From an optimization exercise on the open Yosys and OpenROAD flow, aimed at small area; shortcuts taken in it are not production practice.
In this exercise RTL edits were held to simulation tests only and were not proved equivalent to the original.
Power is estimated from default activity; no workload was simulated.

== build 83 ==
## SystolicCore
module SystolicCore(
	input clk,
	input rst,
	input start,
	input mode_conv_mm,
	input isac,
	input isrelu,
	input isbn,
	input [22:0] dfsm_config,
	input all_data_rdy,
	input pe_config_1_1,
	input pe_config_1_2,
	input pe_config_1_3,
	input pe_config_2_1,
	input pe_config_2_2,
	input pe_config_2_3,
	input [7:0] data_horz_1_1,
	input [7:0] data_horz_1_2,
	input [7:0] data_horz_1_3,
	input [7:0] data_horz_2_1,
	input [7:0] data_horz_2_2,
	input [7:0] data_horz_2_3,
	input [7:0] data_obli_1,
	input [7:0] data_obli_2,
	input [7:0] data_obli_3,
	input [7:0] data_obli_4,
	input [7:0] data_obli_5,
	input [7:0] data_obli_6,
	input [15:0] data_bn_1,
	input [15:0] data_bn_2,
	input data_bn_en,
	output data_preread,
	output [7:0] dout_1_1,
	output [7:0] dout_1_2,
	output [7:0] dout_1_3,
	output [7:0] dout_1_4,
	output [7:0] dout_2_1,
	output [7:0] dout_2_2,
	output [7:0] dout_2_3,
	output [7:0] dout_2_4,
	output dout_en_1_1,
	output dout_en_1_2,
	output dout_en_1_3,
	output dout_en_1_4,
	output dout_en_2_1,
	output dout_en_2_2,
	output dout_en_2_3,
	output dout_en_2_4
);
Size: about 8,000 cells after synthesis, about 1,500 flip-flops, roughly 240 I/O pins.
Settings: LEC_CHECK=0, CAP_MARGIN=0, CORE_MARGIN=2, CORE_UTILIZATION=60, CTS_BUF_LIST=sky130_fd_sc_hd__clkbuf_4, CTS_CLUSTER_DIAMETER=35, CTS_CLUSTER_SIZE=10, PLACE_DENSITY=0.7, SLEW_MARGIN=0; clock period 12.0 ns.
standard.sh (not shown) runs the stock make flow with config.mk's settings and CLKGATE_MAP_FILE= SYNTH_SCRIPT=/design/flow/synth_recipe.tcl, a recipe that flattens the netlist after the stock synthesis.
==> flow/flow/run.sh <==
#!/bin/bash
# The standard layout, with the port buffers made of the smallest buffer.
set -e
export BUFFER_PORTS_ARGS="-buffer_cell sky130_fd_sc_hd__buf_1"
bash standard.sh > standard_flow.log 2>&1
Build 83 completed end to end with timing, DRC and antenna clean.
Changes in build 56 relative to build 83:
- SLEW_MARGIN changed from 0 to 20
- PLACE_DENSITY changed from 0.7 to 0.6
- SETUP_SLACK_MARGIN newly set to 0.3
- CTS_BUF_LIST changed from sky130_fd_sc_hd__clkbuf_4 to sky130_fd_sc_hd__clkbuf_8
- CTS_CLUSTER_DIAMETER removed (was 35)
- CORE_UTILIZATION changed from 60 to 45
- CAP_MARGIN changed from 0 to 20
- CTS_CLUSTER_SIZE removed (was 10)
==> flow/run.sh (new file) <==
#!/bin/bash
# synth_recipe.tcl (not shown) runs the flow's synth.tcl, then flattens the netlist and writes it again
# the make line also repeats each setting of config.mk as NAME=value (left out here)
make -C /OpenROAD-flow-scripts/flow DESIGN_CONFIG=/design/flow/config.mk WORK_HOME=/design/flow/orfs CLKGATE_MAP_FILE= SYNTH_SCRIPT=/design/flow/synth_recipe.tcl finish
removed: flow/flow/run.sh
removed: flow/standard.sh
--- outcome ---
- Taking build 83 as the reference, in build 56 combinational share of power now sits at about the same level; number of clock-tree buffers in the layout now sits higher; share of total power in the clock network now sits higher; maximum count of clock buffers along a single path now sits at about the same level; worst setup margin now sits lower.
#### Input delta (build 42 over build 56)
- swapping 0.6 for 0.7 in PLACE_DENSITY
- swapping sky130_fd_sc_hd__clkbuf_8 for sky130_fd_sc_hd__clkbuf_4 in CTS_BUF_LIST
- swapping 45 for 60 in CORE_UTILIZATION
Results
Clock power, build 42 vs build 56: down by more than 10%. Diff build 56 -> build 42: combinational power was more or less identical; core utilization rose 16 points; global-route usage rose by 6.6 points; vertical die dimension fell 13%; fraction of area in registers +0.55 points. Between build 56 and build 42, the fraction of registers with async set/reset figures differ only marginally. First-pass GRT wire length: build 42 lower than build 56. Compared with build 56, build 42 improves power. Measured against each other, build 42 and build 56 differ in fraction of met1 tracks used by global routing, the lower figure coming from build 56.

Starting RTL as in the previous note.
export LEC_CHECK = 0
export CAP_MARGIN = 20
export CORE_MARGIN = 2
export CORE_UTILIZATION = 60
export CTS_BUF_LIST = sky130_fd_sc_hd__clkbuf_4
export PLACE_DENSITY = 0.7
export SETUP_SLACK_MARGIN = 0.3
export SLEW_MARGIN = 20
create_clock -name core_clock -period 12.0 [get_ports {clk}]
==> flow/flow/run.sh <==
#!/bin/bash
# The standard layout, with the port buffers made of the smallest buffer.
set -e
export BUFFER_PORTS_ARGS="-buffer_cell sky130_fd_sc_hd__buf_1"
bash standard.sh > standard_flow.log 2>&1
The starting point finished with timing, DRC and antenna clean.
Rerun with:
CAP_MARGIN = 0   (was 20)
CTS_BUF_LIST = sky130_fd_sc_hd__clkbuf_4 sky130_fd_sc_hd__clkbuf_8   (was sky130_fd_sc_hd__clkbuf_4)
CTS_CLUSTER_DIAMETER = 80   (was unset)
CTS_CLUSTER_SIZE = 9   (was unset)
SETUP_SLACK_MARGIN = unset   (was 0.3)
SLEW_MARGIN = 0   (was 20)
The new run passed the timing, DRC and antenna checks; die area is unchanged; sequential power stays flat; clock power drops by 26%; global-route usage is lower by 0.24 points; clock-buffer cell count falls by 350; fmax is higher by 0.33%; setup slack is better by 0.037 ns; critical path depth stays the same; non-clock buffer count stays the same; register-to-register slack is about the same.

Setup of run 2:
Another version of the RTL of SystolicCore (not shown whole).
Size: about 7300 cells after synthesis, ~1500 flip-flops, about 240 I/O pins, ~76000 um2 of cells after synthesis.
export LEC_CHECK = 0
export CAP_MARGIN = 0
export CORE_MARGIN = 2
export CORE_UTILIZATION = 60
export CTS_BUF_LIST = sky130_fd_sc_hd__clkbuf_4
export CTS_CLUSTER_DIAMETER = 60
export CTS_CLUSTER_SIZE = 8
export PLACE_DENSITY = 0.7
export SLEW_MARGIN = 0
create_clock -name core_clock -period 12.0 [get_ports {clk}]
Scripts as last shown in full above: flow/flow/run.sh
Inputs modified between run 2 and run 4:
- CTS_CLUSTER_DIAMETER: 60 -> 80
### Flow results
Diff run 4..run 2 | arrival time at the worst endpoint | negligible. Run 4 has more setup slack than run 2. Status: wire length of the first global-routing pass parity (run 2, run 4). | first-iteration DRC count | run 4 vs run 2 | 4.4% lower |. When run 4 is set beside run 2, its net switching power turns out to be about 0.7% smaller. When the final numbers for run 4 and run 2 were put side by side, the shortest period the worst path allows turned out to be greater in run 2.

## separate check: timing with driven ports
The results above use ideal ports. As a check the final layouts listed here were re-extracted and re-timed, cells and wires unchanged.
Step 1 (the two cells are an assumption about what drives the block):
set clk [get_ports {clk}]
set_driving_cell -lib_cell sky130_fd_sc_hd__clkbuf_16 $clk
set_driving_cell -lib_cell sky130_fd_sc_hd__buf_2 [delete_from_list [all_inputs] $clk]
Step 2 adds t to the input delays and takes it off the output delays; t is the mean of the earliest and latest rising clock arrival at the registers after step 1. Input paths then give back, and output paths get back, about the clock's delay inside the block.
a / b / c = ideal ports / drivers / drivers and shift; a / b = the first two.
| run | t (ns) | slack for setup (ns) | worst hold slack (ns) | slew at the worst register clock pin (ns) | pins driven straight from the clock port |
|---|---|---|---|---|---|
| build 83 | 1.352 | 1.144 / 1.083 / 1.083 | 0.338 / 0.338 / 0.338 | 0.11 / 0.11 | 1 |
| build 56 | 1.051 | 1.135 / 1.062 / 1.062 | 0.326 / 0.326 / 0.326 | 0.07 / 0.07 | 1 |
| build 42 | 1.351 | 0.879 / 0.813 / 0.813 | 0.319 / 0.319 / 0.319 | 0.08 / 0.08 | 1 |
| the first run of note 2 | 1.371 | 1.048 / 0.982 / 0.982 | 0.329 / 0.329 / 0.329 | 0.08 / 0.08 | 1 |
| the second run of note 2 | 0.981 | 1.084 / 1.023 / 1.023 | 0.326 / 0.326 / 0.326 | 0.08 / 0.08 | 1 |
| run 2 | 1.284 | 1.398 / 1.364 / 1.377 | 0.321 / 0.321 / 0.321 | 0.11 / 0.11 | 1 |
| run 4 | 1.253 | 1.405 / 1.384 / 1.384 | 0.302 / 0.302 / 0.302 | 0.11 / 0.11 | 1 |
After both steps setup and hold are still met in every run listed. The setup slack of build 56, which loses most, moves by -0.073 ns with the drivers and by -0.073 ns with both steps.
